This is an optimization exercise on Yosys and OpenROAD, whose aim is small area, not a production implementation. The RTL was checked by simulation tests, not by an equivalence proof against the original design. Power and IR drop assume default switching activity.

**config.mk**
```make
export PLATFORM = sky130hd
export DESIGN_NAME = Fx3HostInterface
export DESIGN_NICKNAME = Fx3HostInterface
export VERILOG_FILES = /design/flow/design.v
export SDC_FILE = /design/flow/constraint.sdc
export NUM_CORES = 4
export LEC_CHECK = 0
export CAP_MARGIN = 0
export CORE_MARGIN = 2
export CORE_UTILIZATION = 65
export SLEW_MARGIN = 0
```
**constraint.sdc**
```tcl
create_clock -name core_clock -period 10.0 [get_ports {ifclk}]
set_input_delay 2.0000 -clock core_clock [delete_from_list [all_inputs] [get_ports {ifclk}]]
set_output_delay 2.0000 -clock core_clock [all_outputs]
set_load 0.01 [all_outputs]
```
**design.v**
```verilog
module Fx3HostInterface
  (
   input wire 	     ifclk,
   input wire 	     resetb,
   input wire 	     fx3_hics_b,
   input 	     fx3_dma_rdy_b,
   output reg 	     fx3_sloe_b,
   output reg 	     fx3_slrd_b,
   output reg 	     fx3_slwr_b,
   output reg 	     fx3_pktend_b,
   output reg [1:0]  fx3_fifo_addr,
   input [31:0]      fx3_fd_in,
   output reg [31:0] fx3_fd_out,
   output 	     fx3_fd_oe,
   output reg [15:0] di_term_addr,
   output reg [31:0] di_reg_addr,
   output reg [31:0] di_len,
   output reg 	     di_read_mode,
   output reg 	     di_read_req,
   output reg 	     di_read,
   input wire 	     di_read_rdy,
   input [31:0]      di_reg_datao,
   output reg 	     di_write,
   input wire 	     di_write_rdy,
   output reg 	     di_write_mode,
   output [31:0]     di_reg_datai,
   input [15:0]      di_transfer_status
   );
   localparam [2:0] IDLE = 3'd0, RCV_CMD = 3'd1, PROC = 3'd2, ACK0 = 3'd3, ACK1 = 3'd4;
   localparam [1:0] WRITE_EP = 3, CMD_EP = 2, READ_EP = 0;
   localparam [15:0] READ_CMD = 16'hC301, WRITE_CMD = 16'hC302;
   reg        cmd_start, dma_rdy_b;
   reg [2:0]  state;
   reg [32:2] tleft;
   reg [16:2] bleft;
   reg        is_rd, is_wr;  
   reg [15:0] blen;         
   reg [15:0] checksum;     
   reg        slrd_b_s, slrd_b_ss, slrd_b_sss;
   reg        pktend, first_write, di_read_s;
   reg [31:0] fdata [0:5];
   reg [5:0]  wp;           
   reg [5:0]  rp;           
   reg [2:0]  cnt;
   wire dma_rdy = !dma_rdy_b;
   wire latch = !slrd_b_sss;
   assign fx3_fd_oe = fx3_sloe_b;
   assign di_reg_datai = ({32{rp[0]}} & fdata[0]) | ({32{rp[1]}} & fdata[1]) |
                         ({32{rp[2]}} & fdata[2]) | ({32{rp[3]}} & fdata[3]) |
                         ({32{rp[4]}} & fdata[4]) | ({32{rp[5]}} & fdata[5]);
   wire fifo_we = di_write_mode && latch;
   wire fifo_re = di_write;
   wire fifo_full = cnt > 3'd1;
   wire fifo_empty = ((cnt == 3'd0) || (cnt == 3'd1 && fifo_re)) && !fifo_we;
   wire write_in_process = !fx3_slrd_b || !slrd_b_s || !slrd_b_ss || !slrd_b_sss || di_write;
   reg         t_16, t_len, t_dec, b_16, b_len, b_dec;
   reg [32:2] tleft_dec;
   reg [16:2] bleft_dec;
   reg [31:0] reg_addr_inc;
   reg        ripple_c;
   integer    k;
   always @* begin
      ripple_c = t_dec;
      for (k = 2; k <= 32; k = k + 1) begin
         tleft_dec[k] = tleft[k] ^ ripple_c;
         ripple_c = ripple_c & !tleft[k];
      end
   end
   reg        ripple_b;
   always @* begin
      ripple_b = b_dec;
      for (k = 2; k <= 16; k = k + 1) begin
         bleft_dec[k] = bleft[k] ^ ripple_b;
         ripple_b = ripple_b & !bleft[k];
      end
   end
   reg        ripple_a;
   always @* begin
      ripple_a = ra_inc;
      for (k = 0; k < 32; k = k + 1) begin
         reg_addr_inc[k] = di_reg_addr[k] ^ ripple_a;
         ripple_a = ripple_a & di_reg_addr[k];
      end
   end
   wire len_huge  = (&di_len[31:2]) && (|di_len[1:0]);   
   wire blen_huge = (&blen[15:2]) && (|blen[1:0]);       
   wire rcv_done = !(|tleft[4:2]);                       
   wire rcv_room = |bleft[4:2];                          
   wire t_small = tleft[31:3] == 29'd0;
   wire t_ge  = !len_huge && (tleft[32] || (t_small && !tleft[2] && di_len[1:0] == 2'd0));  
   wire nt_ge = !len_huge && (tleft[32] || (t_small && (!tleft[2] || di_len[1:0] == 2'd0)));  
   wire b_small = bleft[15:3] == 13'd0;
   wire b_lt  = blen_huge || !(bleft[16] || (b_small && !bleft[2] && blen[1:0] == 2'd0));    
   wire nb_lt = blen_huge || !(bleft[16] || (b_small && (!bleft[2] || blen[1:0] == 2'd0)));  
   reg [2:0]  state_n;
   reg        ra_inc, ra_load, rd_issue;
   reg        sloe_n, slrd_n, slwr_n, pktend_b_n, pktend_n, first_write_n;
   reg [1:0]  fifo_addr_n;
   reg        rmode_n, wmode_n, dwrite_n, dread_n, dreq_n;
   reg [31:0] fd_out_n, len_n;
   reg [15:0] term_n, cks_base;
   reg        cks_add;
   always @* begin
      state_n = state;
      t_16 = 0; t_len = 0; t_dec = 0;
      b_16 = 0; b_len = 0; b_dec = 0;
      sloe_n = fx3_sloe_b;
      slrd_n = fx3_slrd_b;
      slwr_n = fx3_slwr_b;
      pktend_b_n = fx3_pktend_b;
      pktend_n = pktend;
      first_write_n = first_write;
      fifo_addr_n = fx3_fifo_addr;
      rmode_n = ((state == PROC) || (state == ACK0) || (state == ACK1)) && is_rd;
      wmode_n = ((state == PROC) || (state == ACK0) || (state == ACK1)) && is_wr;
      dwrite_n = di_write;
      dread_n = di_read;
      dreq_n = di_read_req;
      fd_out_n = fx3_fd_out;
      len_n = di_len;
      term_n = di_term_addr;
      cks_base = checksum;
      cks_add = 1'b0;
      ra_inc = 1'b0;
      ra_load = 1'b0;
      rd_issue = 1'b0;
      if (cmd_start) begin
         state_n = RCV_CMD;
         t_16 = 1;
         b_16 = 1;
         sloe_n = 0;
         slrd_n = 1;
         slwr_n = 1;
         pktend_b_n = 1;
         pktend_n = 0;
         fifo_addr_n = CMD_EP;
         cks_base = 0;
         rmode_n = 0;
         wmode_n = 0;
         dwrite_n = 0;
         dread_n = 0;
         dreq_n = 0;
         fd_out_n = 0;
         len_n = 0;
         term_n = 0;
         first_write_n = 1;
      end else begin
         case (state)
           IDLE: begin
              sloe_n = 0;
              slrd_n = 1;
              slwr_n = 1;
              pktend_b_n = 1;
              pktend_n = 0;
              fifo_addr_n = CMD_EP;
              cks_base = 0;
           end
           RCV_CMD: begin
              if (rcv_done) begin
                 if (!dma_rdy) begin
                    state_n = PROC;
                    t_len = 1;
                    b_len = 1;
                    ra_load = 1'b1;
                    fifo_addr_n = is_wr ? WRITE_EP : READ_EP;
                 end
              end else begin
                 if (dma_rdy && rcv_room) begin
                    slrd_n = 0;
                    b_dec = 1;
                 end else begin
                    slrd_n = 1;
                 end
                 if (latch) begin
                    t_dec = 1;
                    if (tleft[3:2] == 2'd3) term_n = fdata[3][15:0];
                    if (tleft[3:2] == 2'd1) len_n = fdata[1];
                 end
              end
           end
           ACK0: begin
              sloe_n = 1;
              if (dma_rdy) begin
                 slwr_n = 0;
                 fd_out_n = {checksum, 16'hA50F};
                 cks_base = di_transfer_status;
                 state_n = ACK1;
              end else begin
                 slwr_n = 1;
              end
           end
           ACK1: begin
              sloe_n = 1;
              slwr_n = 0;
              fd_out_n = {16'h0001, checksum};
              state_n = IDLE;
              pktend_b_n = 0;
           end
           PROC: begin
              if (is_rd) begin
                 sloe_n = 1;
                 slwr_n = !di_read;
                 pktend_b_n = !pktend;
                 if (di_read) fd_out_n = di_reg_datao;
                 if (di_read_s) cks_add = 1'b1;
                 if (!di_read_mode) begin
                    dreq_n = 1;
                    dread_n = 0;
                 end else if (t_ge) begin
                    dread_n = 0;
                    dreq_n = 0;
                    pktend_n = 0;
                    if (!dma_rdy) state_n = ACK0;
                 end else begin
                    if (dma_rdy && b_lt && di_read_rdy) begin
                       dread_n = 1;
                       b_dec = 1;
                       t_dec = 1;
                       ra_inc = 1'b1;
                       rd_issue = 1'b1;    
                    end else begin
                       dreq_n = 0;
                       dread_n = 0;
                       if (!dma_rdy) b_len = 1;
                    end
                 end
              end else if (is_wr) begin
                 sloe_n = 0;
                 if (t_ge) begin
                    slrd_n = 1;
                    if (fifo_empty && !dma_rdy && !write_in_process && di_write_rdy) begin
                       fifo_addr_n = READ_EP;
                       state_n = ACK0;
                    end
                 end else if (dma_rdy && b_lt && !fifo_full) begin
                    slrd_n = 0;
                    b_dec = 1;
                    t_dec = 1;
                 end else begin
                    slrd_n = 1;
                    if (!dma_rdy) b_len = 1;
                 end
                 if (!fifo_empty && di_write_rdy) begin
                    dwrite_n = 1;
                    if (!first_write) ra_inc = 1'b1;
                    first_write_n = 0;
                 end else begin
                    dwrite_n = 0;
                 end
              end else begin
                 state_n = IDLE;
              end
           end
           default: ;
         endcase
      end
   end
   wire [32:2] tleft_n = t_16 ? 31'd4 : t_len ? {1'b0, di_len[31:2]} : tleft_dec;
   wire [16:2] bleft_n = b_16 ? 15'd4 : b_len ? {1'b0, blen[15:2]} : bleft_dec;
   wire [31:0] reg_addr_n = cmd_start ? 32'd0 : ra_load ? fdata[2] : reg_addr_inc;
   wire dreq_f   = rd_issue ? (!nt_ge && nb_lt) : dreq_n;
   wire pktend_f = (rd_issue && nt_ge && nb_lt) || pktend_n;
   wire latch_n    = !slrd_b_ss;
   wire early_cmd  = !fx3_hics_b && (state_n == RCV_CMD) && (|tleft_n[4:2]) && latch_n;
   wire early_fifo = wmode_n && latch_n;
   wire early_cks  = !fx3_hics_b && (state_n == PROC) && is_wr && latch_n;
   wire [1:0] early_idx = tleft_n[3:2];
   wire early_w0   = early_cmd && (tleft_n[4] == 1'b1);    
   wire [15:0] cks_a = fx3_fd_out[15:0] | ({16{is_wr}} & fx3_fd_in[15:0]);
   wire [15:0] cks_b = fx3_fd_out[31:16];
   reg  [15:0] cks_sum, cs_s, cs_c;
   reg         cks_c;
   always @* begin
      cs_s = checksum ^ cks_a ^ cks_b;
      cs_c = {(checksum[14:0] & cks_a[14:0]) | (checksum[14:0] & cks_b[14:0]) | (cks_a[14:0] & cks_b[14:0]), 1'b0};
      cks_c = 1'b0;
      for (k = 0; k < 16; k = k + 1) begin
         cks_sum[k] = cs_s[k] ^ cs_c[k] ^ cks_c;
         cks_c = (cs_s[k] & cs_c[k]) | (cs_s[k] & cks_c) | (cs_c[k] & cks_c);
      end
   end
   wire [15:0] cks_n = (early_cks || cks_add) ? cks_sum : cks_base;
   wire [5:0] wp_n = !wmode_n ? 6'd1 : (latch_n ? {wp[4:0], wp[5]} : wp);
   integer i;
   always @(posedge ifclk) begin
      for (i = 0; i < 6; i = i + 1)
        if ((early_fifo && wp[i]) || (early_cmd && !early_w0 && early_idx == i))
          fdata[i] <= fx3_fd_in;
      if (early_w0) begin
         blen  <= fx3_fd_in[31:16];
         is_rd <= fx3_fd_in[15:0] == READ_CMD;
         is_wr <= fx3_fd_in[15:0] == WRITE_CMD;
      end
      tleft <= tleft_n;
      bleft <= bleft_n;
      checksum <= cks_n;
      di_read_s <= di_read;
      first_write <= first_write_n;
      wp <= wp_n;
      rp <= !di_write_mode ? 6'd1 : (fifo_re ? {rp[4:0], rp[5]} : rp);
      cnt <= !di_write_mode ? 3'd0 : (cnt + {2'b00, fifo_we} - {2'b00, fifo_re});
   end
   always @(posedge ifclk or negedge resetb) begin
      if (!resetb) begin
         dma_rdy_b <= 0;
         cmd_start <= 1;
         state <= IDLE;
         di_read_mode <= 0;
         di_write_mode <= 0;
         di_write <= 0;
         di_read <= 0;
         di_read_req <= 0;
         di_reg_addr <= 0;
         fx3_sloe_b <= 0;
         fx3_slrd_b <= 1;
         fx3_slwr_b <= 1;
         fx3_pktend_b <= 1;
         pktend <= 0;
         fx3_fifo_addr <= 2'b11;
         fx3_fd_out <= 0;
         di_len <= 0;
         di_term_addr <= 0;
         slrd_b_s <= 1;
         slrd_b_ss <= 1;
         slrd_b_sss <= 1;
      end else begin
         dma_rdy_b <= fx3_dma_rdy_b;
         cmd_start <= fx3_hics_b;
         state <= state_n;
         di_read_mode <= rmode_n;
         di_write_mode <= wmode_n;
         di_write <= dwrite_n;
         di_read <= dread_n;
         di_read_req <= dreq_f;
         di_reg_addr <= reg_addr_n;
         fx3_sloe_b <= sloe_n;
         fx3_slrd_b <= slrd_n;
         fx3_slwr_b <= slwr_n;
         fx3_pktend_b <= pktend_b_n;
         pktend <= pktend_f;
         fx3_fifo_addr <= fifo_addr_n;
         fx3_fd_out <= fd_out_n;
         di_len <= len_n;
         di_term_addr <= term_n;
         slrd_b_s <= fx3_slrd_b;
         slrd_b_ss <= slrd_b_s;
         slrd_b_sss <= slrd_b_ss;
      end
   end
endmodule
```
**flow/run.sh**
```bash
#!/bin/bash
set -uo pipefail
bash standard.sh \
  "BUFFER_PORTS_ARGS=-buffer_cell sky130_fd_sc_hd__buf_1" \
  "CTS_ARGS=-sink_clustering_enable -repair_clock_nets -dont_use_dummy_load -buf_list {sky130_fd_sc_hd__clkbuf_4 sky130_fd_sc_hd__clkbuf_8} -sink_clustering_buffer sky130_fd_sc_hd__clkbuf_8 -root_buf sky130_fd_sc_hd__clkbuf_4 -tree_buf sky130_fd_sc_hd__clkbuf_4 -sink_clustering_size 16 -sink_clustering_max_diameter 50" \
  finish > flow.log 2>&1
```
**standard.sh**
```bash
#!/bin/bash
# synth_recipe.tcl (not shown) runs the flow's synth.tcl, then flattens the netlist and writes it again
# the make line also repeats each setting of config.mk as NAME=value (left out here)
make -C /OpenROAD-flow-scripts/flow DESIGN_CONFIG=/design/flow/config.mk WORK_HOME=/design/flow/orfs CLKGATE_MAP_FILE= SYNTH_SCRIPT=/design/flow/synth_recipe.tcl "${@:-finish}"
```
==> flow_metrics.env, run 1 <==
export IMPL_outcome="timing/DRC/antenna clean"
export IMPL_rrSetupSlack_ns=1.25
export IMPL_crit_cells=21
export IMPL_crit_required_ns=10.43
export IMPL_power_density_nw_per_um2=165
export IMPL_worstMarginPinSlew_ns=1.30
export IMPL_path_max_fanout=2
export IMPL_grt_overflow=0
export IMPL_dp_cells=2055
export IMPL_nets=1911
export IMPL_nFillCells=2029
export IMPL_clkTransAtPathRegs_ns=0.07
export IMPL_yosysWarnings=2
export IMPL_drc=0
export IMPL_fmax_mhz=109
export IMPL_multi_input_area_sq_um=6310
export IMPL_vias_per_cell=6.24
export IMPL_cts_resized_gates=0
export IMPL_finalHoldViolCount=0
export IMPL_drive_gt1_share_pct=5.83
export IMPL_wl_um=47300
export IMPL_syn_inst=1503
export IMPL_async_reset_ff_share_pct=31.4
export IMPL_gp_routability_congestion=0.876
export IMPL_synth_main_ff_cell="edfxtp_1"
export IMPL_fin_crit_sh_pct=91.4
export IMPL_r2r_start="cmd_start$_DFF_PN1_"
export IMPL_hold_buffers=0
export IMPL_yosys_register_bits=421
export IMPL_grt_pass1_vias=12700
export IMPL_ant_nets=0
export IMPL_end_kind="register"
export IMPL_p_leak_nw=7.83
export IMPL_globalRouteTotalUtil_pct=32.3
export IMPL_clk_path_buf_depth=3
export IMPL_slew_headroom_pct=13.3
export IMPL_cp_arrival_ns=9.57
export IMPL_post_route_util_pct=72.5
export IMPL_regArea_sq_um=11400
export IMPL_num_vias=13100
export IMPL_clockRootBuffer="clkbuf_4"
export IMPL_die_x_um=172
export IMPL_drv_cap=0
export IMPL_critical_path_class="in -> reg"
export IMPL_hold_class="reg -> reg"
export IMPL_synth_seq_area_share_pct=61.8
export IMPL_clock_sinks=421
export IMPL_fin_cells=2094
export IMPL_syn_num_nets=1697
export IMPL_slowest_stage="fa_1"
export IMPL_tns_ns=0
export IMPL_min_delay_start="slrd_b_s$_DFF_PN1_"
export IMPL_crit_path_start_kind="input pin"
export IMPL_timing_hold_ws_ns=0.376
export IMPL_fin_crit_ns=9.14
export IMPL_drt_iter0_drc=1293
export IMPL_clock_latency_ns=0.75
export IMPL_slew_viol_final=0
export IMPL_htree_levels=2
export IMPL_io_pin_count=242
export IMPL_synth_area_leaders="edfxtp_1 37%, dfrtp_1 17%, dfxtp_1 6.9%"
export IMPL_synthTopCellsByCount="226 x edfxtp_1, 157 x nand2_1, 123 x dfrtp_1"
export IMPL_max_stage_delay_ns=0.47
export IMPL_pre_cts_slack_ns=0.123
export IMPL_critical_path_top_delay_family="adder cells"
export IMPL_yosys_area_top_type="edfxtp_1"
export IMPL_fin_skew_ns=0.115
export IMPL_finalSetupViolCount=0
export IMPL_yosysUniqueCellTypes=77
export IMPL_min_path_cells=0
export IMPL_final_setup_worst_slack_ns=0.864
export IMPL_rows=61
export IMPL_cpMostUsedCell="fa_1"
export IMPL_cts_tree="yes"
export IMPL_ir_worst_vdd_v=0.000162
export IMPL_worstReg2RegEnd="di_reg_addr[31]$_DFF_PN0_"
export IMPL_path_cells="buf_1 > a21o_1 > fa_1 > ha_1 > fa_1 > fa_1 > fa_1 > fa_1 > fa_1 > fa_1 > fa_1 > fa_1 > fa_1 > fa_1 > fa_1 > fa_1 > fa_1 > xnor2_1 > xnor2_1 > xnor2_1 > a22o_1"
export IMPL_critPathBufInv=1
export IMPL_die_area_sq_um=29600
export IMPL_netlist_area_sq_um=18400
export IMPL_grt_pass1_wl_um=71600
export IMPL_dp_hpwl_um=32100
export IMPL_start_util_pct=66.2
export IMPL_holdPathEnd="slrd_b_ss$_DFF_PN1_"
export IMPL_cts_setup_buffers=0
export IMPL_io_buffers=241
export IMPL_dr_pass1_iters=5
export IMPL_area_delta_synth_final_pct=9.62
export IMPL_rsz0062_at_grt="false"
export IMPL_synth_top_area_share_pct=36.9
export IMPL_die_h_um=172
export IMPL_routedWlPerCell_um=22.6
export IMPL_core_sq_um=27800
export IMPL_syn_avg_cell_area_sq_um=12.2
export IMPL_synth_edff_count=226
export IMPL_grt_max_degree=94
export IMPL_synth_most_common_cell="edfxtp_1"
export IMPL_antenna_found_initial=2
export IMPL_r2r_cells=36
export IMPL_numCtsBuffers=38
## power breakdown
part           switching [W]  leakage, nW  internal (W)  total, W
Combinational       0.000306         3.22      0.000185  0.000491
Clock               0.000529        0.260      0.000315  0.000843
Sequential         0.0000777         4.35       0.00192   0.00200
Total               0.000913         7.83       0.00242   0.00333
## stage by stage
step	cell area, sq um	total power, W
floorplan	18400	0.00234
global placement	19700	0.00250
detailed placement	19700	0.00252
CTS	20200	0.00334
global route	20200	0.00347
finish	20200	0.00333
## cells in the final DEF, fill, tap and decap left out, types with 3 or more instances in the layout
cell type	instances
buf_1	240
edfxtp_1	226
nand2_1	157
dfrtp_1	123
a22oi_1	108
inv_1	105
a21oi_1	102
ha_1	79
nor2_1	74
dfxtp_1	59
nand3_1	37
clkbuf_8	33
a211oi_1	31
mux2i_1	30
fa_1	29
buf_4	26
o21ai_0	24
a22o_1	19
nand4_1	16
nor4_1	14
o211ai_1	14
nor3_1	13
a221oi_1	12
o211a_1	12
nor2b_1	10
o22ai_1	9
and2_1	8
a311oi_1	8
dfstp_2	8
xnor2_1	6
clkbuf_4	6
o31ai_1	5
and3_1	4
a21o_1	4
dfxtp_2	4
nand2b_1	3
and4_1	3
nand3b_1	3
mux2_2	3
## flip-flops by register name (all words and copies together), names as in the netlist, 2 cells and up
signal	flops
fdata	192
di_len	32
di_reg_addr	32
fx3_fd_out	32
tleft	31
blen	16
checksum	16
di_term_addr	16
bleft	15
rp	6
wp	6
cnt	3
state	3
fx3_fifo_addr	2
## cells by family (layout without fill, tap and decap cells)
logic type | count (synthesis) | in the layout | synth area share (%)
compound gates | 372 | 372 | 14.1
xor+xnor | 8 | 8 | 0.381
fa+ha+maj | 108 | 108 | 8.53
buf+inv | 200 | 412 | 4.21
flops | 421 | 421 | 61.8
mux | 33 | 33 | 1.82
other cells | 0 | 1 | 0
simple gates | 361 | 361 | 9.18
## how the worst max path moves through the flow
| stage | start | endpoint | slack, ns |
|---|---|---|---|
| after floorplan | fx3_fd_in[1] | checksum[15]$_DFFE_PP_ | 0.51 |
| after global placement | fx3_fd_in[1] | checksum[15]$_DFFE_PP_ | 0.26 |
| after detailed placement | fx3_fd_in[1] | checksum[15]$_DFFE_PP_ | 0.12 |
| after CTS | fx3_fd_in[1] | checksum[15]$_DFFE_PP_ | 0.83 |
| after global routing | fx3_fd_in[1] | checksum[15]$_DFFE_PP_ | 0.55 |
| final | fx3_fd_in[1] | checksum[15]$_DFFE_PP_ | 0.86 |
## layer usage
layer	wire (um)	global-route usage [%]	part of all wire, %	vias up
li1	-	-	-	5898
met1	18800	43.5	40	6510
met2	23500	54.6	50	578
met3	3650	4.94	7.7	89
met4	1380	10.1	2.9	2
met5	13	0	0.027	-
## area by class of cell
type                       instances  area share (%)
timing repair buffer             267            5.48
sequential                       421            56.4
multi-input combinational        882            31.3
clock buffer                      38            2.44
inverter                         107            1.99
tap                              378            2.35
antenna                            1          0.0124
==> run 2: changes to the inputs <==
--- a/design.v
+++ b/design.v
@@ -28,3 +28,3 @@
    );
-   localparam [2:0] IDLE = 3'd0, RCV_CMD = 3'd1, PROC = 3'd2, ACK0 = 3'd3, ACK1 = 3'd4;
+   localparam [2:0] IDLE = 3'd0, RCV_CMD = 3'd4, PROC = 3'd2, ACK0 = 3'd3, ACK1 = 3'd1;
    localparam [1:0] WRITE_EP = 3, CMD_EP = 2, READ_EP = 0;
==> flow_metrics.env, run 2 <==
export IMPL_outcome="timing/DRC/antenna clean"
export IMPL_grt_max_degree=83
export IMPL_finalPower_w=0.00337
export IMPL_vias_per_cell=6.39
export IMPL_path_max_fanout=2
export IMPL_met1_length_um=19400
export IMPL_netlist_area_sq_um=17900
export IMPL_clock_sinks=421
export IMPL_synth_fa_ha_area_share_pct=8.74
export IMPL_finalHoldViolCount=0
export IMPL_grt_pass1_vias=12300
export IMPL_dp_cells=1966
export IMPL_cp_arrival_ns=9.56
export IMPL_htree_levels=2
export IMPL_die_h_um=170
export IMPL_synth_mux_area_share_pct=0.732
export IMPL_crit_path_start_kind="input pin"
export IMPL_fin_cells=2007
export IMPL_ir_worst_vdd_v=0.000130
export IMPL_finalSetupViolCount=0
export IMPL_final_cell_mix="240 x buf_1, 226 x edfxtp_1, 167 x nand2_1, 123 x dfrtp_1"
export IMPL_largest_reg_flops=192
export IMPL_async_reset_ff_share_pct=31.4
export IMPL_fin_skew_ns=0.0568
export IMPL_layout_commonest_cell="buf_1"
export IMPL_antenna_found_initial=2
export IMPL_critical_path_class="in -> reg"
export IMPL_synth_compound_area_share_pct=14.3
export IMPL_clock_latency_ns=0.71
export IMPL_placed_cell_area_sq_um=19200
export IMPL_synth_top_area_share_pct=37.8
export IMPL_dp_hpwl_um=30700
export IMPL_wl_met2_um=21400
export IMPL_fin_crit_sh_pct=91.0
export IMPL_cts_resized_gates=0
export IMPL_drc=0
export IMPL_synth_edff_count=226
export IMPL_wl_um=46600
export IMPL_numCtsBuffers=39
export IMPL_synth_main_ff_cell="edfxtp_1"
export IMPL_ant_nets=0
export IMPL_dr_pass1_iters=6
export IMPL_grt_pass1_wl_um=70700
export IMPL_yosys_register_bits=421
export IMPL_synthTopCellsByCount="226 x edfxtp_1, 167 x nand2_1, 123 x dfrtp_1"
export IMPL_p_leak_nw=7.42
export IMPL_synth_seq_area_share_pct=63.3
export IMPL_crit_required_ns=10.45
export IMPL_num_vias=12800
export IMPL_drt_iter0_drc=1407
export IMPL_yosysWarnings=2
export IMPL_slew_viol_final=0
export IMPL_area_delta_synth_final_pct=9.73
export IMPL_end_kind="register"
export IMPL_gp_routability_congestion=0.883
export IMPL_drv_cap=0
export IMPL_routedWlPerCell_um=23.2
export IMPL_r2r_cells=37
export IMPL_clockRootBuffer="clkbuf_4"
export IMPL_yosys_area_top_type="edfxtp_1"
export IMPL_drive_gt1_share_pct=5.71
export IMPL_cts_tree="yes"
export IMPL_clk_path_buf_depth=3
export IMPL_synth_top_family_by_area="compound AO/OA/AOI/OAI gates"
export IMPL_syn_avg_cell_area_sq_um=12.4
export IMPL_hold_buffers=0
export IMPL_globalRouteTotalUtil_pct=32.7
export IMPL_syn_inst=1442
export IMPL_nets=1860
export IMPL_slew_headroom_pct=15.4
export IMPL_design_area_sq_um=19700
export IMPL_rows=60
export IMPL_die_area_sq_um=29000
export IMPL_synth_area_leaders="edfxtp_1 38%, dfrtp_1 17%, dfxtp_1 7.0%"
export IMPL_hold_class="reg -> reg"
export IMPL_power_density_nw_per_um2=171
export IMPL_regMostFlops="fdata"
export IMPL_synth_xor_area_share_pct=0.439
export IMPL_tns_ns=0
export IMPL_nFillCells=1917
export IMPL_io_pin_count=242
export IMPL_start_util_pct=66.4
export IMPL_fmax_mhz=110
export IMPL_grt_overflow=0
export IMPL_core_sq_um=27000
export IMPL_yosysUniqueCellTypes=65
export IMPL_min_path_cells=0
export IMPL_yosys_area_share_simple_pct=8.39
export IMPL_cts_setup_buffers=0
export IMPL_worstMarginPinSlew_ns=1.26
export IMPL_clkTransAtPathRegs_ns=0.10
export IMPL_die_x_um=170
export IMPL_rsz0062_at_grt="false"
export IMPL_syn_num_nets=1636
export IMPL_synth_most_common_cell="edfxtp_1"
export IMPL_io_buffers=241
export IMPL_wl_met3_um=4880
export IMPL_top_layer="met4"
export IMPL_fin_crit_ns=9.10
==> run 2: changes by cell type in the layout (fill, tap and decap cells not counted), sizes merged, moves of 11 or more <==
cell	previous run	this run
nor2	76	45
a21oi	102	86
mux2i	30	12
o21ai	27	49
a22o	19	48
a211oi	31	1
o2bb2ai	1	13
o211ai	14	3
o211a	12	1
==> run 2: cells by family (layout without fill, tap and decap cells) <==
logic type,Yosys count,in the layout
compound gates,370,370
xor+xnor,9,9
fa+ha+maj,108,108
buf+inv,191,413
flops,421,421
mux,13,13
other cells,0,2
simple gates,330,330
==> run 2: metal layers <==
metal  track usage (%)  vias to the layer above
met4              9.48                        0
met1              48.4                     6316
met5                 0                        -
li1                  -                     5696
met2              49.8                      741
met3              6.58                       72
==> run 2: layout make-up <==
class                           instances  area (sq um)  area share [%]
Clock buffer                           39           505            2.57
Antenna cell                            2          5.00          0.0254
Sequential cell                       421         11400            57.7
Inverter                              108           405            2.06
Timing Repair Buffer                  266          1100            5.57
Multi-Input combinational cell        830          5890            29.9
Tap cell                              341           427            2.17
==> run 2: worst paths after layout <==
check                                    from                         to  slack, ns
max                              fx3_fd_in[1]     checksum[15]$_DFFE_PP_       0.90
min reg2reg                slrd_b_s$_DFF_PN1_        slrd_b_ss$_DFF_PN1_       0.37
max in group asynchronous              resetb  fx3_fd_out[7]$_DFFE_PN0P_       6.98
max reg2reg                state[0]$_DFF_PN0_  di_reg_addr[30]$_DFF_PN0_       1.69
min                        slrd_b_s$_DFF_PN1_        slrd_b_ss$_DFF_PN1_       0.37
min in group asynchronous              resetb  di_reg_addr[23]$_DFF_PN0_       1.54
==> run 2: report_power, final <==
group          leakage [nW]  switching (W)  internal (W)  total [W]
clock                 0.267       0.000527      0.000323   0.000850
combinational          2.81       0.000320      0.000181   0.000501
sequential             4.34      0.0000948       0.00193    0.00202
==> run 2: per-stage QoR <==
step,utilization (%),hold WS (ns),worst slack (ns)
final,72.9,0.373,0.898
after global routing,72.9,0.381,0.635
after CTS,72.9,0.373,0.857
after detailed placement,71.0,0.359,0.103
after global placement,71.0,0.356,0.159
after floorplan,-,0.352,0.496
==> run 2: critical path, cell delays in order <==
cell and delay (ns):
buf_1 0.09, a21o_1 0.19, fa_1 0.43, ha_1 0.21, fa_1 0.45, fa_1 0.47
fa_1 0.47, fa_1 0.47, fa_1 0.46, fa_1 0.46, fa_1 0.47, fa_1 0.47
fa_1 0.46, fa_1 0.46, fa_1 0.46, fa_1 0.46, fa_1 0.44, xnor2_1 0.18
xnor2_1 0.15, xnor2_1 0.10, a22o_1 0.20
==> run 3: changes to the inputs <==
--- a/flow/run.sh
+++ b/flow/run.sh
@@ -2,3 +2,10 @@
 set -uo pipefail
+HERE=$(pwd)
+mkdir -p "$HERE/rst"
+python3 "$HERE/flow/filter_lib.py" "$FLOW_HOME/platforms/sky130hd/lib/sky130_fd_sc_hd__tt_025C_1v80.lib" "$HERE/rst/cells.lib" > "$HERE/filter_lib.log" 2>&1
+export RST_LIB="$HERE/rst/cells.lib"
+export RST_DIR="$HERE/rst"
+export PATH="$PATH:/OpenROAD-flow-scripts/tools/install/yosys/bin"
 bash standard.sh \
+  "POST_FLOORPLAN_TCL=$HERE/flow/restructure.tcl" \
   "BUFFER_PORTS_ARGS=-buffer_cell sky130_fd_sc_hd__buf_1" \
==> flow/filter_lib.py (new file) <==
#!/usr/bin/env python3
# Copy a liberty file without the cells the platform marks don't-use (and
# without fill/tap/decap/diode cells), so that ABC inside OpenROAD's
# restructure cannot pick them.  usage: filter_lib.py IN OUT
import re, sys
drop = re.compile(r'sky130_fd_sc_hd__(lpflow_|probe|fill_|tap|decap|diode|clkdlybuf|dlygate|dlymetal|conb)')
src = open(sys.argv[1]).read()
out = []
i = 0
pat = re.compile(r'\n\s*cell\s*\(\s*"?([A-Za-z0-9_]+)"?\s*\)\s*\{')
while True:
    m = pat.search(src, i)
    if not m:
        out.append(src[i:])
        break
    # find the matching close brace of this cell group
    depth = 0
    j = m.end() - 1
    while True:
        c = src[j]
        if c == '{':
            depth += 1
        elif c == '}':
            depth -= 1
            if depth == 0:
                break
        j += 1
    out.append(src[i:m.start()])
    if not drop.match(m.group(1)):
        out.append(src[m.start():j + 1])
    i = j + 1
open(sys.argv[2], 'w').write(''.join(out))
==> flow/restructure.tcl (new file) <==
# POST_FLOORPLAN hook: drop the buffers ABC put in during synthesis, then
# re-map the combinational logic for area with OpenROAD's restructure (ABC).
# Registers are not touched.
remove_buffers
report_design_area
restructure -liberty_file $::env(RST_LIB) -target area \
  -tiehi_port {sky130_fd_sc_hd__conb_1 HI} -tielo_port {sky130_fd_sc_hd__conb_1 LO} \
  -work_dir $::env(RST_DIR) -abc_logfile $::env(RST_DIR)/abc.log
report_design_area
==> flow_metrics.env, run 3 <==
export IMPL_outcome="timing/DRC/antenna clean"
export IMPL_multi_input_area_sq_um=5420
export IMPL_finalHoldViolCount=0
export IMPL_slew_headroom_pct=19.8
export IMPL_path_max_fanout=4
export IMPL_clock_latency_ns=0.72
export IMPL_power_density_nw_per_um2=177
export IMPL_r2r_start="di_len[24]$_DFFE_PN0P_"
export IMPL_regMostFlops="fdata"
export IMPL_max_stage_delay_ns=0.58
export IMPL_area_delta_synth_final_pct=9.42
export IMPL_cts_tree="yes"
export IMPL_dp_hpwl_um=33500
export IMPL_rrSetupSlack_ns=1.25
export IMPL_hold_class="reg -> reg"
export IMPL_clock_sinks=421
export IMPL_gp_routability_congestion=0.908
export IMPL_die_x_um=170
export IMPL_globalRouteTotalUtil_pct=35.0
export IMPL_io_buffers=241
export IMPL_synth_edff_count=226
export IMPL_rsz0062_at_grt="false"
export IMPL_drv_cap=0
export IMPL_num_vias=14300
export IMPL_syn_num_nets=1636
export IMPL_placed_cell_area_sq_um=19100
export IMPL_p_leak_nw=6.91
export IMPL_io_pin_count=242
export IMPL_grt_overflow=0
export IMPL_vias_per_cell=6.53
export IMPL_worstMarginPinSlew_ns=1.20
export IMPL_tns_ns=0
export IMPL_yosysWarnings=2
export IMPL_nets=1940
export IMPL_post_route_util_pct=72.7
export IMPL_slew_viol_final=0
export IMPL_core_sq_um=27000
export IMPL_dr_pass1_iters=9
export IMPL_regArea_sq_um=11400
export IMPL_min_delay_start="slrd_b_s$_DFF_PN1_"
export IMPL_crit_required_ns=10.66
export IMPL_critical_path_class="reg -> reg"
export IMPL_routedWlPerCell_um=23.2
export IMPL_critical_path_top_delay_family="simple AND/OR/NAND/NOR gates"
export IMPL_antenna_found_initial=1
export IMPL_die_h_um=170
export IMPL_cpMostUsedCell="nor2_1"
export IMPL_end_kind="register"
export IMPL_largest_reg_flops=192
export IMPL_nFillCells=1992
export IMPL_grt_pass1_vias=13200
export IMPL_clkTransAtPathRegs_ns=0.10
export IMPL_finalSetupViolCount=0
export IMPL_async_reset_ff_share_pct=31.4
export IMPL_fin_skew_ns=0.0726
export IMPL_numCtsBuffers=39
export IMPL_rows=60
export IMPL_synthTopCellsByCount="226 x edfxtp_1, 167 x nand2_1, 123 x dfrtp_1"
export IMPL_yosys_register_bits=421
export IMPL_crit_path_start_kind="register"
export IMPL_fin_crit_sh_pct=87.5
export IMPL_synth_most_common_cell="edfxtp_1"
export IMPL_design_area_sq_um=19600
export IMPL_ant_nets=0
export IMPL_timing_hold_ws_ns=0.371
export IMPL_drt_iter0_drc=1817
export IMPL_yosys_area_top_type="edfxtp_1"
export IMPL_grt_max_degree=70
export IMPL_grt_pass1_wl_um=76400
export IMPL_ir_worst_vdd_v=0.000126
export IMPL_crit_start="di_len[24]$_DFFE_PN0P_"
export IMPL_drc=0
export IMPL_synth_top_area_share_pct=37.8
export IMPL_htree_levels=2
export IMPL_synth_area_leaders="edfxtp_1 38%, dfrtp_1 17%, dfxtp_1 7.0%"
export IMPL_layout_commonest_cell="buf_1"
export IMPL_fmax_mhz=114
export IMPL_synth_seq_area_share_pct=63.3
export IMPL_slowest_stage="or4_1"
export IMPL_start_util_pct=66.4
export IMPL_fin_crit_ns=8.75
export IMPL_syn_avg_cell_area_sq_um=12.4
export IMPL_final_cell_mix="240 x buf_1, 226 x edfxtp_1, 212 x clkinv_1, 174 x nor2_1, 127 x o22ai_1"
export IMPL_critPathBufInv=24
export IMPL_drive_gt1_share_pct=5.29
export IMPL_yosysUniqueCellTypes=65
export IMPL_synth_main_ff_cell="edfxtp_1"
export IMPL_clk_path_buf_depth=3
export IMPL_netlist_area_sq_um=17900
export IMPL_cp_arrival_ns=9.41
export IMPL_wl_um=50800
export IMPL_die_area_sq_um=29000
export IMPL_clockRootBuffer="clkbuf_4"
export IMPL_syn_inst=1442
run 3: changes by cell type in the layout (fill, tap and decap cells not counted), moves of 29 or more:
cell / previous run / this run
a22oi_1: 108 / 37
a222oi_1: 0 / 31
nor2_1: 43 / 174
a22o_1: 48 / 1
o21ai_0: 44 / 83
o22ai_1: 11 / 127
ha_1: 79 / 0
fa_1: 29 / 0
clkinv_1: 0 / 212
nand2_1: 167 / 73
inv_1: 108 / 0
run 3: worst paths after layout:
kind,to,cells past startpoint
max reg2reg,tleft[32]$_SDFF_PP0_,61
max,tleft[32]$_SDFF_PP0_,61
min in group asynchronous,di_reg_addr[8]$_DFF_PN0_,1
min,slrd_b_ss$_DFF_PN1_,0
max in group asynchronous,fx3_fd_out[8]$_DFFE_PN0P_,2
min reg2reg,slrd_b_ss$_DFF_PN1_,0
run 3: metrics by stage:
stage                     instances  total power, W  setup WS, ns
after floorplan                1442         0.00235         0.496
after global placement         2153         0.00263          1.04
after detailed placement       2153         0.00264         0.446
after CTS                      2192         0.00346         0.466
after global routing           2195         0.00362        0.0295
final                          2195         0.00348          1.25
run 3: cell type report:
type | instances | share of cell area [%]
clock buffers | 39 | 2.57
repair buffers | 268 | 5.66
well taps | 341 | 2.17
diodes | 2 | 0.0255
flip-flops and latches | 421 | 57.9
multi-input cells | 910 | 27.6
inverters | 214 | 4.13
run 3: layer usage:
layer / up-vias / GRT usage, % / part of all wire (%)
li1: 6456 / - / -
met1: 6937 / 49.9 / 40
met2: 841 / 54.1 / 46
met3: 108 / 7.33 / 11
met4: 0 / 12.1 / 3.0
met5: - / 0 / 0
run 3: power breakdown:
part | switching, W | total, W | leakage (nW) | internal (W)
Combinational | 0.000404 | 0.000608 | 2.30 | 0.000203
Sequential | 0.0000938 | 0.00203 | 4.34 | 0.00193
Clock | 0.000525 | 0.000848 | 0.267 | 0.000323
Total | 0.00102 | 0.00348 | 6.91 | 0.00246
run 3: cell families after synthesis:
| family | synth area share (%) |
|---|---|
| DFF | 63.3 |
| AOI/OAI and AO/OA | 14.3 |
| and+or+nand+nor | 8.39 |
| buffers and inverters | 4.13 |
| adders and majority gates | 8.74 |
| muxes | 0.732 |
| xor gates and xnor gates | 0.439 |
run 3: repair_timing:
| action | in CTS | in global routing |
|---|---|---|
| buffers inserted | 0 | 1 |
| hold buffers | 0 | 0 |
| gates resized for setup | 0 | 15 |
| setup endpoints to repair | 0 | 5 |
==> run 4: changes to the inputs <==
--- a/design.v
+++ b/design.v
@@ -12,3 +12,3 @@
    input [31:0]      fx3_fd_in,
-   output reg [31:0] fx3_fd_out,
+   output [31:0]     fx3_fd_out,
    output 	     fx3_fd_oe,
@@ -47,2 +47,4 @@
    assign fx3_fd_oe = fx3_sloe_b;
+   reg        fd_valid;
+   assign fx3_fd_out = {32{fd_valid}} & fdata[0];
    assign di_reg_datai = ({32{rp[0]}} & fdata[0]) | ({32{rp[1]}} & fdata[1]) |
@@ -99,5 +101,6 @@
    reg        rmode_n, wmode_n, dwrite_n, dread_n, dreq_n;
-   reg [31:0] fd_out_n, len_n;
+   reg [31:0] len_n;
+   reg        fo_ack0, fo_ack1, fo_rd;
    reg [15:0] term_n, cks_base;
-   reg        cks_add;
+   reg        cks_add, cks_clr, cks_ld;
    always @* begin
@@ -118,3 +121,5 @@
       dreq_n = di_read_req;
-      fd_out_n = fx3_fd_out;
+      fo_ack0 = 1'b0;
+      fo_ack1 = 1'b0;
+      fo_rd = 1'b0;
       len_n = di_len;
@@ -123,2 +128,4 @@
       cks_add = 1'b0;
+      cks_clr = 1'b0;
+      cks_ld = 1'b0;
       ra_inc = 1'b0;
@@ -137,2 +144,3 @@
          cks_base = 0;
+         cks_clr = 1'b1;
          rmode_n = 0;
@@ -142,3 +150,2 @@
          dreq_n = 0;
-         fd_out_n = 0;
          len_n = 0;
@@ -156,2 +163,3 @@
               cks_base = 0;
+              cks_clr = 1'b1;
            end
@@ -184,4 +192,5 @@
                  slwr_n = 0;
-                 fd_out_n = {checksum, 16'hA50F};
+                 fo_ack0 = 1'b1;
                  cks_base = di_transfer_status;
+                 cks_ld = 1'b1;
                  state_n = ACK1;
@@ -194,3 +203,3 @@
               slwr_n = 0;
-              fd_out_n = {16'h0001, checksum};
+              fo_ack1 = 1'b1;
               state_n = IDLE;
@@ -203,3 +212,3 @@
                  pktend_b_n = !pktend;
-                 if (di_read) fd_out_n = di_reg_datao;
+                 if (di_read) fo_rd = 1'b1;
                  if (di_read_s) cks_add = 1'b1;
@@ -268,4 +277,4 @@
    wire early_w0   = early_cmd && (tleft_n[4] == 1'b1);    
-   wire [15:0] cks_a = fx3_fd_out[15:0] | ({16{is_wr}} & fx3_fd_in[15:0]);
-   wire [15:0] cks_b = fx3_fd_out[31:16];
+   wire [15:0] cks_a = ({16{cks_add}} & fdata[0][15:0]) | ({16{early_cks}} & fx3_fd_in[15:0]);
+   wire [15:0] cks_b = {16{cks_add}} & fdata[0][31:16];
    reg  [15:0] cks_sum, cs_s, cs_c;
@@ -281,3 +290,3 @@
    end
-   wire [15:0] cks_n = (early_cks || cks_add) ? cks_sum : cks_base;
+   wire [15:0] cks_n = cks_clr ? 16'd0 : cks_ld ? di_transfer_status : cks_sum;
    wire [5:0] wp_n = !wmode_n ? 6'd1 : (latch_n ? {wp[4:0], wp[5]} : wp);
@@ -285,5 +294,13 @@
    always @(posedge ifclk) begin
-      for (i = 0; i < 6; i = i + 1)
+      for (i = 1; i < 6; i = i + 1)
         if ((early_fifo && wp[i]) || (early_cmd && !early_w0 && early_idx == i))
           fdata[i] <= fx3_fd_in;
+      if (fo_ack0)
+        fdata[0] <= {checksum, 16'hA50F};
+      else if (fo_ack1)
+        fdata[0] <= {16'h0001, checksum};
+      else if (fo_rd)
+        fdata[0] <= di_reg_datao;
+      else if (early_fifo && wp[0])
+        fdata[0] <= fx3_fd_in;
       if (early_w0) begin
@@ -319,3 +336,3 @@
          fx3_fifo_addr <= 2'b11;
-         fx3_fd_out <= 0;
+         fd_valid <= 0;
          di_len <= 0;
@@ -341,3 +358,3 @@
          fx3_fifo_addr <= fifo_addr_n;
-         fx3_fd_out <= fd_out_n;
+         fd_valid <= !cmd_start && (fd_valid || fo_ack0 || fo_ack1 || fo_rd);
          di_len <= len_n;
==> flow_metrics.env, run 4 <==
export IMPL_multi_input_area_sq_um=5770
export IMPL_numCtsBuffers=37
export IMPL_drive_gt1_share_pct=5.66
export IMPL_worstMarginPinSlew_ns=1.10
export IMPL_final_setup_worst_slack_ns=1.02
export IMPL_tns_ns=0
export IMPL_area_delta_synth_final_pct=8.33
export IMPL_regMostFlops="fdata"
export IMPL_yosysUniqueCellTypes=83
export IMPL_pre_cts_slack_ns=0.440
export IMPL_grt_max_degree=60
export IMPL_synth_top_area_share_pct=33.0
export IMPL_gp_routability_congestion=0.945
export IMPL_syn_avg_cell_area_sq_um=11.8
export IMPL_drc=0
export IMPL_slew_viol_final=0
export IMPL_async_reset_ff_share_pct=25.9
export IMPL_critical_path_class="reg -> reg"
export IMPL_die_h_um=169
export IMPL_wl_um=55700
export IMPL_end_kind="register"
export IMPL_crit_path_start_kind="register"
export IMPL_clock_latency_ns=0.74
export IMPL_cp_arrival_ns=9.65
export IMPL_ir_worst_vdd_v=0.000176
export IMPL_regArea_sq_um=10300
export IMPL_fin_crit_ns=8.98
export IMPL_final_cell_mix="275 x clkinv_1, 240 x buf_1, 194 x edfxtp_1, 154 x nor2_1, 124 x a21oi_1"
export IMPL_rrSetupSlack_ns=1.02
export IMPL_grt_pass1_wl_um=82400
export IMPL_synth_main_ff_cell="edfxtp_1"
export IMPL_htree_levels=2
export IMPL_drv_cap=0
export IMPL_path_max_fanout=3
export IMPL_drt_iter0_drc=1887
export IMPL_core_sq_um=26800
export IMPL_synth_seq_area_share_pct=58.2
export IMPL_yosys_area_top_type="edfxtp_1"
export IMPL_synth_edff_count=194
export IMPL_syn_inst=1492
export IMPL_cts_tree="yes"
export IMPL_p_leak_nw=6.53
export IMPL_synth_area_leaders="edfxtp_1 33%, dfrtp_1 13%, dfxtp_1 11%"
export IMPL_fin_skew_ns=0.0989
export IMPL_ant_nets=0
export IMPL_antenna_found_initial=3
export IMPL_cpMostUsedCell="clkinv_1"
export IMPL_synthTopCellsByCount="199 x nand2_1, 194 x edfxtp_1, 101 x a22oi_1"
export IMPL_largestRegisters="fdata: 192 flops, di_len: 32 flops, di_reg_addr: 32 flops"
export IMPL_dr_pass1_iters=6
export IMPL_hold_class="reg -> reg"
export IMPL_outcome="timing/DRC/antenna clean"
export IMPL_routedWlPerCell_um=24.7
export IMPL_netlist_area_sq_um=17700
export IMPL_num_vias=14900
export IMPL_nFillCells=2029
export IMPL_power_density_nw_per_um2=152
export IMPL_vias_per_cell=6.61
export IMPL_io_buffers=241
export IMPL_hold_buffers=0
export IMPL_rows=60
export IMPL_crit_required_ns=10.67
export IMPL_clkTransAtPathRegs_ns=0.10
export IMPL_yosysWarnings=2
export IMPL_die_x_um=169
export IMPL_fmax_mhz=111
export IMPL_max_stage_delay_ns=0.57
export IMPL_globalRouteTotalUtil_pct=38.8
export IMPL_fin_crit_sh_pct=89.8
export IMPL_slew_headroom_pct=26.6
export IMPL_grt_pass1_vias=13900
export IMPL_layout_commonest_cell="clkinv_1"
export IMPL_timing_hold_ws_ns=0.376
export IMPL_finalSetupViolCount=0
export IMPL_die_area_sq_um=28500
export IMPL_nets=1996
export IMPL_syn_num_nets=1687
export IMPL_finalHoldViolCount=0
export IMPL_clk_path_buf_depth=3
export IMPL_start_util_pct=65.9
export IMPL_largest_reg_flops=192
export IMPL_clockRootBuffer="clkbuf_4"
export IMPL_dp_hpwl_um=38400
export IMPL_io_pin_count=242
export IMPL_synth_most_common_cell="nand2_1"
export IMPL_slowest_stage="or4_1"
export IMPL_grt_overflow=0
export IMPL_clock_sinks=390
export IMPL_yosys_register_bits=390
-- run 4: cell types whose count changed in the layout (fill, tap and decap cells not counted), sizes merged, moves of 37 or more --
cell	delta
clkinv	+63
nand2	-37
o221ai	+62
o22ai	-58
a221oi	+43
-- run 4: cells by family (layout without fill, tap and decap cells) --
group / Yosys count / in the layout / synth area share (%)
DFF: 390 / 390 / 58.2
AOI/OAI and AO/OA: 353 / 593 / 14.1
xor gates and xnor gates: 7 / 2 / 0.347
buffers and inverters: 158 / 584 / 3.77
other: 0 / 2 / 0
adders and majority gates: 109 / 0 / 8.96
and+or+nand+nor: 428 / 339 / 12.0
muxes: 47 / 0 / 2.66
-- run 4: worst max-delay path, delay by kind of cell (launching register included) --
| kind | cells | cell delay, ns |
|---|---|---|
| compound gates | 5 | 0.69 |
| buf+inv | 25 | 2.75 |
| flops | 1 | 0.39 |
| simple gates | 32 | 5.07 |
-- run 4: through the flow --
| step | power [W] | cell area, sq um | utilization, % | cells |
|---|---|---|---|---|
| final | 0.00292 | 19100 | 71.4 | 2251 |
| after CTS | 0.00291 | 19100 | 71.1 | 2247 |
| after floorplan | 0.00213 | 17700 | - | 1492 |
| after global routing | 0.00300 | 19100 | 71.4 | 2251 |
| after global placement | 0.00212 | 18600 | 69.3 | 2210 |
| after detailed placement | 0.00213 | 18600 | 69.3 | 2210 |
-- run 4: power breakdown --
part,internal [W],switching (W)
combinational,0.0000974,0.000212
sequential,0.00174,0.0000547
clock,0.000305,0.000503
-- run 4: area by class of cell --
class                      count  area share, %
antenna                        2         0.0262
multi-input combinational    934           30.2
timing repair buffer         272           5.97
tap                          341           2.23
inverter                     275           5.40
sequential                   390           53.7
clock buffer                  37           2.50
-- run 4: path summary, 6_finish.rpt --
kind | start | end | cells past startpoint
worst max-delay path | di_len[27]$_DFFE_PN0P_ | tleft[32]$_SDFF_PP0_ | 62
worst min-delay path | slrd_b_s$_DFF_PN1_ | slrd_b_ss$_DFF_PN1_ | 0
worst max register to register | di_len[27]$_DFFE_PN0P_ | tleft[32]$_SDFF_PP0_ | 62
worst min register to register | slrd_b_s$_DFF_PN1_ | slrd_b_ss$_DFF_PN1_ | 0
max in group asynchronous | resetb | fx3_sloe_b$_DFFE_PN0P_ | 2
min in group asynchronous | resetb | di_reg_addr[10]$_DFF_PN0_ | 1
-- run 4: repair_timing --
| action | 4_1_cts | 5_1_grt |
|---|---|---|
| gates resized for setup | 0 | 16 |
| endpoints found under the setup margin | 0 | 6 |
| setup buffers | 0 | 2 |
-- run 4: layer usage --
layer / global-route usage [%] / vias to the layer above / share of wire (%) / wire length, um
met1: 54.1 / 7195 / 39 / 21600
met3: 9.33 / 144 / 13 / 7030
met5: 0 / - / 0.014 / 8
li1: - / 6635 / - / -
met4: 16.7 / 2 / 4.2 / 2320
met2: 58.7 / 912 / 44 / 24700
==> run 5: changes to the inputs <==
--- a/design.v
+++ b/design.v
@@ -37,3 +37,3 @@
    reg [15:0] blen;         
-   reg [15:0] checksum;     
+   reg [15:0] checksum;
    reg        slrd_b_s, slrd_b_ss, slrd_b_sss;
@@ -48,3 +48,3 @@
    reg        fd_valid;
-   assign fx3_fd_out = {32{fd_valid}} & fdata[0];
+   assign fx3_fd_out = (state == ACK1) ? {checksum, 16'hA50F} : ({32{fd_valid}} & fdata[0]);
    assign di_reg_datai = ({32{rp[0]}} & fdata[0]) | ({32{rp[1]}} & fdata[1]) |
@@ -102,5 +102,5 @@
    reg [31:0] len_n;
-   reg        fo_ack0, fo_ack1, fo_rd;
-   reg [15:0] term_n, cks_base;
-   reg        cks_add, cks_clr, cks_ld;
+   reg        fo_ack0, fo_rd;
+   reg [15:0] term_n;
+   reg        cks_add, cks_clr;
    always @* begin
@@ -122,3 +122,2 @@
       fo_ack0 = 1'b0;
-      fo_ack1 = 1'b0;
       fo_rd = 1'b0;
@@ -126,6 +125,4 @@
       term_n = di_term_addr;
-      cks_base = checksum;
       cks_add = 1'b0;
       cks_clr = 1'b0;
-      cks_ld = 1'b0;
       ra_inc = 1'b0;
@@ -143,3 +140,2 @@
          fifo_addr_n = CMD_EP;
-         cks_base = 0;
          cks_clr = 1'b1;
@@ -162,4 +158,3 @@
               fifo_addr_n = CMD_EP;
-              cks_base = 0;
-              cks_clr = 1'b1;
+                   cks_clr = 1'b1;
            end
@@ -193,4 +188,2 @@
                  fo_ack0 = 1'b1;
-                 cks_base = di_transfer_status;
-                 cks_ld = 1'b1;
                  state_n = ACK1;
@@ -203,3 +196,2 @@
               slwr_n = 0;
-              fo_ack1 = 1'b1;
               state_n = IDLE;
@@ -274,3 +266,4 @@
    wire early_fifo = wmode_n && latch_n;
-   wire early_cks  = !fx3_hics_b && (state_n == PROC) && is_wr && latch_n;
+   wire early_cks  = !fx3_hics_b && !cmd_start && is_wr && latch_n &&
+                     ((state == PROC) || ((state == RCV_CMD) && rcv_done && !dma_rdy));
    wire [1:0] early_idx = tleft_n[3:2];
@@ -290,3 +283,3 @@
    end
-   wire [15:0] cks_n = cks_clr ? 16'd0 : cks_ld ? di_transfer_status : cks_sum;
+   wire [15:0] cks_n = cks_clr ? 16'd0 : cks_sum;
    wire [5:0] wp_n = !wmode_n ? 6'd1 : (latch_n ? {wp[4:0], wp[5]} : wp);
@@ -298,5 +291,3 @@
       if (fo_ack0)
-        fdata[0] <= {checksum, 16'hA50F};
-      else if (fo_ack1)
-        fdata[0] <= {16'h0001, checksum};
+        fdata[0] <= {16'h0001, di_transfer_status};    
       else if (fo_rd)
@@ -358,3 +349,3 @@
          fx3_fifo_addr <= fifo_addr_n;
-         fd_valid <= !cmd_start && (fd_valid || fo_ack0 || fo_ack1 || fo_rd);
+         fd_valid <= !cmd_start && (fd_valid || fo_ack0 || fo_rd);
          di_len <= len_n;
==> flow_metrics.env, run 5 <==
export IMPL_rrSetupSlack_ns=1.47
export IMPL_r2r_start="di_len[15]$_DFFE_PN0P_"
export IMPL_cts_resized_gates=0
export IMPL_yosys_area_share_simple_pct=10.8
export IMPL_r2r_cells=31
export IMPL_timing_hold_ws_ns=0.370
export IMPL_regArea_sq_um=10300
export IMPL_dp_hpwl_um=36100
export IMPL_numCtsBuffers=39
export IMPL_largestRegisters="fdata: 192 flops, di_len: 32 flops, di_reg_addr: 32 flops"
export IMPL_end_kind="register"
export IMPL_synth_fa_ha_area_share_pct=9.03
export IMPL_drc=0
export IMPL_wl_um=53600
export IMPL_rows=60
export IMPL_max_stage_delay_ns=0.56
export IMPL_ir_worst_vdd_v=0.000121
export IMPL_dr_pass1_iters=6
export IMPL_rsz0062_at_grt="false"
export IMPL_synthTopCellsByCount="194 x edfxtp_1, 136 x nand2_1, 112 x a22oi_1"
export IMPL_die_x_um=168
export IMPL_crit_path_start_kind="register"
export IMPL_synth_most_common_cell="edfxtp_1"
export IMPL_final_cell_mix="240 x buf_1, 228 x nor2_1, 194 x edfxtp_1, 138 x clkinv_1, 111 x o21ai_0"
export IMPL_yosys_area_top_type="edfxtp_1"
export IMPL_fin_skew_ns=0.0738
export IMPL_globalRouteTotalUtil_pct=37.3
export IMPL_fmax_mhz=117
export IMPL_crit_required_ns=10.54
export IMPL_clock_latency_ns=0.71
export IMPL_fin_crit_ns=8.53
export IMPL_power_density_nw_per_um2=158
export IMPL_regMostFlops="fdata"
export IMPL_worstReg2RegEnd="tleft[32]$_SDFF_PP0_"
export IMPL_design_area_sq_um=18800
export IMPL_yosysWarnings=2
export IMPL_num_vias=14800
export IMPL_async_reset_ff_share_pct=25.9
export IMPL_grt_busiest_layer="met2"
export IMPL_clkTransAtPathRegs_ns=0.10
export IMPL_syn_avg_cell_area_sq_um=11.9
export IMPL_clk_path_buf_depth=3
export IMPL_gp_routability_congestion=0.937
export IMPL_slew_viol_final=0
export IMPL_met2_usage_pct=56.7
export IMPL_drv_cap=0
export IMPL_critical_path_class="reg -> reg"
export IMPL_grt_use_met3_pct=8.16
export IMPL_tns_ns=0
export IMPL_slew_headroom_pct=12.5
export IMPL_grt_max_degree=83
export IMPL_drive_gt1_share_pct=4.68
export IMPL_clock_sinks=390
export IMPL_yosys_register_bits=390
export IMPL_syn_num_nets=1664
export IMPL_min_delay_start="slrd_b_s$_DFF_PN1_"
export IMPL_synth_seq_area_share_pct=58.6
export IMPL_path_max_fanout=5
export IMPL_die_area_sq_um=28300
export IMPL_grt_overflow=0
export IMPL_netlist_area_sq_um=17500
export IMPL_synth_compound_area_share_pct=14.3
export IMPL_layout_commonest_cell="buf_1"
export IMPL_antenna_found_initial=2
export IMPL_cp_arrival_ns=9.07
export IMPL_largest_reg_flops=192
export IMPL_io_buffers=241
export IMPL_synth_xor_area_share_pct=0.400
export IMPL_multi_input_area_sq_um=6020
export IMPL_fin_crit_sh_pct=85.3
export IMPL_cts_setup_buffers=0
export IMPL_synth_area_leaders="edfxtp_1 33%, dfrtp_1 13%, dfxtp_1 11%"
export IMPL_use_met1_pct=52.6
export IMPL_synth_top_family_by_area="compound AO/OA/AOI/OAI gates"
export IMPL_cts_tree="yes"
export IMPL_worstMarginPinSlew_ns=1.31
export IMPL_hold_buffers=0
export IMPL_syn_inst=1469
export IMPL_synth_mux_area_share_pct=2.51
export IMPL_clockRootBuffer="clkbuf_4"
export IMPL_start_util_pct=65.5
export IMPL_holdPathEnd="slrd_b_ss$_DFF_PN1_"
export IMPL_dp_cells=2184
export IMPL_p_leak_nw=6.57
export IMPL_cpMostUsedCell="or2_0"
export IMPL_core_sq_um=26700
export IMPL_htree_levels=2
export IMPL_routedWlPerCell_um=24.1
export IMPL_nFillCells=2104
export IMPL_synth_top_area_share_pct=33.3
export IMPL_finalHoldViolCount=0
export IMPL_synth_main_ff_cell="edfxtp_1"
export IMPL_yosysUniqueCellTypes=71
export IMPL_drt_iter0_drc=2055
export IMPL_area_delta_synth_final_pct=7.57
export IMPL_outcome="timing/DRC/antenna clean"
export IMPL_hold_class="reg -> reg"
export IMPL_fin_cells=2224
export IMPL_grt_pass1_vias=13700
export IMPL_nets=1970
export IMPL_min_path_cells=0
export IMPL_grt_pass1_wl_um=79600
export IMPL_finalSetupViolCount=0
export IMPL_ant_nets=0
export IMPL_placed_cell_area_sq_um=18300
export IMPL_slowest_stage="or4b_1"
export IMPL_die_h_um=168
export IMPL_io_pin_count=242
export IMPL_vias_per_cell=6.66
export IMPL_synth_edff_count=194
export IMPL_post_route_util_pct=70.5
[run 5: cell types whose count changed after synthesis, moves of 9 or more]
| cell | delta |
|---|---|
| nor2_1 | +22 |
| clkbuf_1 | +9 |
| a211oi_1 | +29 |
| inv_1 | +24 |
| a21oi_1 | -49 |
| nand3_1 | +11 |
| and2_1 | -27 |
| a22oi_1 | +11 |
| nand2_1 | -63 |
[run 5: worst max path at each step]
stage	from	to	cells after the start
detailed placement	di_len[13]$_DFFE_PN0P_	tleft[32]$_SDFF_PP0_	31
floorplan	fx3_hics_b	checksum[15]$_SDFF_PP0_	26
finish	di_len[15]$_DFFE_PN0P_	tleft[32]$_SDFF_PP0_	31
global route	tleft[3]$_DFF_P_	checksum[15]$_SDFF_PP0_	42
global placement	fx3_hics_b	checksum[15]$_SDFF_PP0_	38
CTS	di_len[15]$_DFFE_PN0P_	tleft[32]$_SDFF_PP0_	31
[run 5: power by group]
group          switching (W)  total (W)  leakage (nW)  internal (W)
Clock               0.000503   0.000826         0.267      0.000323
Combinational       0.000222   0.000333          2.42      0.000111
Sequential         0.0000652    0.00182          3.88       0.00176
Total               0.000790    0.00298          6.57       0.00219
[run 5: kinds of logic (layout without fill, tap and decap cells)]
| logic type | after synthesis | after routing |
|---|---|---|
| flip-flops | 390 | 390 |
| AND/OR/NAND/NOR | 388 | 525 |
| AO/OA/AOI/OAI | 341 | 522 |
| buffers and inverters | 189 | 443 |
| adder cells (fa/ha/maj) | 109 | 0 |
| multiplexers | 44 | 0 |
| XOR/XNOR | 8 | 2 |
| other | 0 | 1 |
[run 5: worst max-delay path: cells and delay by family (launching register included)]
family,cells,cell delay [ns]
AND/OR/NAND/NOR,26,6.76
AO/OA/AOI/OAI,5,1.20
flip-flops,1,0.40
[run 5: layer usage]
metal / vias up / share of wire (%) / wire [um]
met3: 135 / 12 / 6190
met5: - / 0.022 / 12
met4: 2 / 3.8 / 2040
li1: 6584 / - / -
met2: 901 / 45 / 24200
met1: 7195 / 40 / 21200
[run 5: area by class of cell]
cell class | instances | area share (%)
Clock buffer | 39 | 2.68
Multi-Input combinational cell | 1049 | 32.0
Sequential cell | 390 | 54.5
Timing Repair Buffer | 264 | 5.74
Antenna cell | 1 | 0.0133
Inverter | 140 | 2.79
Tap cell | 341 | 2.26
[run 5: stage by stage]
stage | power, W | setup slack (ns)
after floorplan | 0.00230 | 0.552
after global placement | 0.00218 | 1.90
after detailed placement | 0.00218 | 1.56
after CTS | 0.00298 | 1.53
after global routing | 0.00308 | 0.772
final | 0.00298 | 1.47

-- separate check: timing with driven ports --
The results above use ideal ports. As a check the final layouts listed here were re-extracted and re-timed, cells and wires unchanged.
Step 1 assumes that a clkbuf_16 drives the clock port and a buf_2 every other input.
Step 2 adds t to the input delays and takes it off the output delays; t is the mean of the earliest and latest rising clock arrival at the registers after step 1. Input paths then give back, and output paths get back, about the clock's delay inside the block.
Three values: ideal, step 1, step 2; two values: the first two.
| run | t, ns | setup slack, ns | worst slew at a driven data input, ns | pins driven straight from the clock port |
|---|---|---|---|---|
| run 1 | 0.741 | 0.864 / 0.894 / 0.153 | 0.07 | 1 |
| run 2 | 0.734 | 0.898 / 0.923 / 0.190 | 0.05 | 1 |
| run 3 | 0.734 | 1.255 / 1.255 / 0.831 | 0.06 | 1 |
| run 4 | 0.735 | 1.021 / 1.021 / 0.529 | 0.09 | 1 |
| run 5 | 0.721 | 1.468 / 1.468 / 1.282 | 0.08 | 1 |
After both steps every run listed still meets setup and hold. The setup slack of run 1, which loses most, moves by +0.030 ns with the drivers and by -0.711 ns with both steps.
